Context: an optimization exercise on an open-source flow, tuned for small area. The choices shown serve that exercise and are no tape-out recipe.
Only simulation tests tie the RTL to the original design; equivalence was not proved.

// CORDIC_Rotation_top
module CORDIC_Rotation_top #(
        parameter DATA_WIDTH = 16,
        parameter CORDIC_WIDTH = 22,
        parameter ANGLE_WIDTH = 16,
        parameter CORDIC_STAGES = 16
    ) (
        input clk,
        input nreset,
        input enable_in,
        input angle_microRot_n,
        input signed [DATA_WIDTH-1:0] x_in,
        input signed [DATA_WIDTH-1:0] y_in,
        input signed [ANGLE_WIDTH-1:0] angle_in,
        input [CORDIC_STAGES-1:0] microRot_dir_in,
        input microRot_vld,
        input [1:0] quad_in,
        output signed [DATA_WIDTH-1:0] x_out,
        output signed [DATA_WIDTH-1:0] y_out,
        output output_valid_o,
        output rot_active_o
    );
    localparam W = 22;
    wire [1:0] quad = angle_microRot_n ? angle_in[15:14] : {quad_in[1], quad_in[1] ^ quad_in[0]};
    wire       neg  = quad[1] ^ quad[0];
    wire       dir0 = angle_microRot_n ? angle_in[14] : (microRot_dir_in[0] ^ quad[0]);
    wire [15:0] xq, yq;
    quad_chk qc (.x_in(x_in), .y_in(y_in), .neg(neg), .x_out(xq), .y_out(yq));
    wire [15:0] x1, y1;
    rot_block_first_stage s0 (.x_in(xq), .y_in(yq), .dir(dir0), .x_out(x1), .y_out(y1));
    wire [13:0] r0 = {angle_microRot_n ? ~angle_in[13] : quad[0], angle_in[12:0]};
    reg [16:1] v;
    reg        v17, v18;
    always @(posedge clk or negedge nreset) begin
        if (~nreset) begin
            v   <= 16'd0;
            v17 <= 1'b0;
            v18 <= 1'b0;
        end else begin
            v   <= {v[15:1], enable_in};
            v17 <= v[16];
            v18 <= v17;
        end
    end
    assign rot_active_o   = v[1];
    assign output_valid_o = v18;
    reg [15:1] am;
    always @(posedge clk) am <= {am[14:1], angle_microRot_n};
    localparam [4*14-1:0] WR = {4'd4,4'd4,4'd4,4'd5,4'd6,4'd7,4'd8,4'd9,4'd10,4'd11,4'd12,4'd13,4'd14,4'd14};
  ...
==> flow/config.mk <==
export PLATFORM = sky130hd
export DESIGN_NAME = CORDIC_Rotation_top
export DESIGN_NICKNAME = CORDIC_Rotation_top
export VERILOG_FILES = /design/flow/design.v
export SDC_FILE = /design/flow/constraint.sdc
export NUM_CORES = 4
export LEC_CHECK = 0
export CAP_MARGIN = 20
export CORE_MARGIN = 2
export CORE_UTILIZATION = 75
export CTS_BUF_LIST = sky130_fd_sc_hd__clkbuf_8
export CTS_CLUSTER_DIAMETER = 70
export CTS_CLUSTER_SIZE = 16
export PLACE_DENSITY = 0.85
export SLEW_MARGIN = 20
export SYNTH_HIERARCHICAL = 1
==> flow/constraint.sdc <==
create_clock -name core_clock -period 10.0 [get_ports {clk}]
set_input_delay 2.0000 -clock core_clock [delete_from_list [all_inputs] [get_ports {clk}]]
set_output_delay 2.0000 -clock core_clock [all_outputs]
set_load 0.01 [all_outputs]
standard.sh (not shown) runs the stock make flow with config.mk's settings and CLKGATE_MAP_FILE= SYNTH_SCRIPT=/design/flow/synth_recipe.tcl, a recipe that flattens the netlist after the stock synthesis.
==> flow/flow/run.sh <==
#!/bin/bash
set -o pipefail
bash standard.sh BUFFER_PORTS_ARGS="-buffer_cell sky130_fd_sc_hd__buf_1" finish > standard_flow.log 2>&1
The starting point went through all stages and came out clean.
Next try:
==> flow/flow/run.sh (replaced) <==
#!/bin/bash
set -o pipefail
CTS="-sink_clustering_enable -repair_clock_nets -sink_clustering_size 20 -sink_clustering_max_diameter 70 -buf_list sky130_fd_sc_hd__clkbuf_8 -dont_use_dummy_load"
bash standard.sh \
    BUFFER_PORTS_ARGS="-buffer_cell sky130_fd_sc_hd__buf_1" \
    CTS_ARGS="$CTS" \
    RECOVER_POWER=100 \
    POST_GLOBAL_ROUTE_TCL="$PWD/flow/post_grt.tcl" \
    finish > standard_flow.log 2>&1
==> flow/flow/post_grt.tcl (new file) <==
# After the power recovery at the end of global routing: repair max slew / max capacitance /
# fanout again (the recovery may have downsized drivers of high-fanout nets such as the
# reset), then re-route the changed nets and rewrite the route guides.
global_route -start_incremental
repair_design_helper
detailed_placement
global_route -end_incremental
estimate_parasitics -global_routing
write_guides $::env(RESULTS_DIR)/route.guide
Outcome:
- via count came out lower by 0.68%
- fmax decreases by 1.5%
- synthesized cell count does not change
- first-iteration DRC count goes down by 6.1%
- die area does not change
Next try:
==> flow/flow/run.sh (replaced) <==
#!/bin/bash
set -o pipefail
CTS="-sink_clustering_enable -repair_clock_nets -sink_clustering_size 16 -sink_clustering_max_diameter 70 -buf_list sky130_fd_sc_hd__clkbuf_8 -dont_use_dummy_load"
bash standard.sh \
    BUFFER_PORTS_ARGS="-buffer_cell sky130_fd_sc_hd__buf_1" \
    CTS_ARGS="$CTS" \
    RECOVER_POWER=100 \
    POST_GLOBAL_ROUTE_TCL="$PWD/flow/post_grt.tcl" \
    finish > standard_flow.log 2>&1
CORE_UTILIZATION = 85   (was 75)
PLACE_DENSITY = 0.92   (was 0.85)
After rerunning: Global-route usage climbs by 11 points; clock skew hardly moves; synthesized cell count stays the same; count of clock-buffer cells in the layout climbs by 15.
Next try:
==> flow/run.sh (new file) <==
#!/bin/bash
# synth_recipe.tcl (not shown) runs the flow's synth.tcl, then flattens the netlist and writes it again
# the make line also repeats each setting of config.mk as NAME=value (left out here)
make -C /OpenROAD-flow-scripts/flow DESIGN_CONFIG=/design/flow/config.mk WORK_HOME=/design/flow/orfs CLKGATE_MAP_FILE= SYNTH_SCRIPT=/design/flow/synth_recipe.tcl finish
CORE_UTILIZATION = 60   (was 85)
PLACE_DENSITY = 0.75   (was 0.92)
removed: flow/flow/run.sh
removed: flow/flow/post_grt.tcl
removed: flow/standard.sh
=>
- The new run completed without violations
- non-clock buffer count increases by 4
- wire length decreases by a quarter to a third
- design area grows by a few percent
- via count came out lower by roughly a tenth
- worst setup slack gets better by 0.066 ns
- first-iteration DRC count fell by well over a third
- clock skew is lower by 0.030 ns
- count of clock-buffer cells in the layout grows by 3
- synthesized area is unchanged
- global-route usage went down by 17 points
- cell count grows by a little under a tenth
Next try:
==> flow/flow/run.sh (new file) <==
#!/bin/bash
set -o pipefail
CTS="-sink_clustering_enable -repair_clock_nets -sink_clustering_size 16 -sink_clustering_max_diameter 70 -buf_list sky130_fd_sc_hd__clkbuf_8 -dont_use_dummy_load"
bash standard.sh \
    BUFFER_PORTS_ARGS="-buffer_cell sky130_fd_sc_hd__buf_1" \
    CTS_ARGS="$CTS" \
    RECOVER_POWER=100 \
    POST_GLOBAL_ROUTE_TCL="$PWD/flow/post_grt.tcl" \
    finish > standard_flow.log 2>&1
==> flow/flow/post_grt.tcl (new file) <==
# After the power recovery at the end of global routing: repair max slew / max capacitance /
# fanout again (the recovery may have downsized drivers of high-fanout nets such as the
# reset), then re-route the changed nets and rewrite the route guides.
global_route -start_incremental
repair_design_helper
detailed_placement
global_route -end_incremental
estimate_parasitics -global_routing
write_guides $::env(RESULTS_DIR)/route.guide
==> flow/standard.sh (new file) <==
#!/bin/bash
# synth_recipe.tcl (not shown) runs the flow's synth.tcl, then flattens the netlist and writes it again
# the make line also repeats each setting of config.mk as NAME=value (left out here)
make -C /OpenROAD-flow-scripts/flow DESIGN_CONFIG=/design/flow/config.mk WORK_HOME=/design/flow/orfs CLKGATE_MAP_FILE= SYNTH_SCRIPT=/design/flow/synth_recipe.tcl "${@:-finish}"
CORE_UTILIZATION = 75   (was 60)
GPL_ROUTABILITY_DRIVEN = 0   (was not set)
GPL_TIMING_DRIVEN = 0   (was not set)
PLACE_DENSITY = 0.85   (was 0.75)
removed: flow/run.sh
Worst setup slack gets better by 0.090 ns. Global-route usage grows by 6.5 points. Final cell count shrinks by 3.7%. Critical path depth grows by 3.

## static timing again, ports no longer ideal
The flow's constraints put no driver on any port. The routed layouts listed below were extracted and timed again, unchanged, in two steps.
Step 1 (the two cells are an assumption about what drives the block):
set clk [get_ports {clk}]
set_driving_cell -lib_cell sky130_fd_sc_hd__clkbuf_16 $clk
set_driving_cell -lib_cell sky130_fd_sc_hd__buf_2 [delete_from_list [all_inputs] $clk]
Step 2, shift: input delay + t, output delay - t, t = (earliest + latest rising clock arrival at the registers) / 2. This alone moves slack from input paths to output paths.
Slacks: ideal ports / drivers / drivers and shift; pairs: ideal ports / drivers.
| run | t, ns | setup slack, ns | hold slack, ns | worst register clock-pin slew, ns | pins driven straight from the clock port |
|---|---|---|---|---|---|
| the first run | 0.775 | 0.406 / 0.430 / -0.345 | 0.325 / 0.325 / 0.325 | 0.11 / 0.11 | 1 |
| the second run | 0.723 | 0.261 / 0.292 / -0.430 | 0.310 / 0.310 / 0.310 | 0.12 / 0.12 | 1 |
| the third run | 0.732 | 0.088 / 0.117 / -0.615 | 0.271 / 0.271 / 0.271 | 0.12 / 0.12 | 1 |
| the fourth run | 0.734 | 0.154 / 0.192 / -0.542 | 0.337 / 0.337 / 0.337 | 0.10 / 0.10 | 1 |
| the fifth run | 0.752 | 0.244 / 0.278 / -0.475 | 0.315 / 0.315 / 0.315 | 0.10 / 0.10 | 1 |
Met with ideal ports but missed after step 2: setup timing in every run listed. For the first run, which loses most, drivers alone change the setup slack by +0.024 ns; drivers and shift together by -0.751 ns.
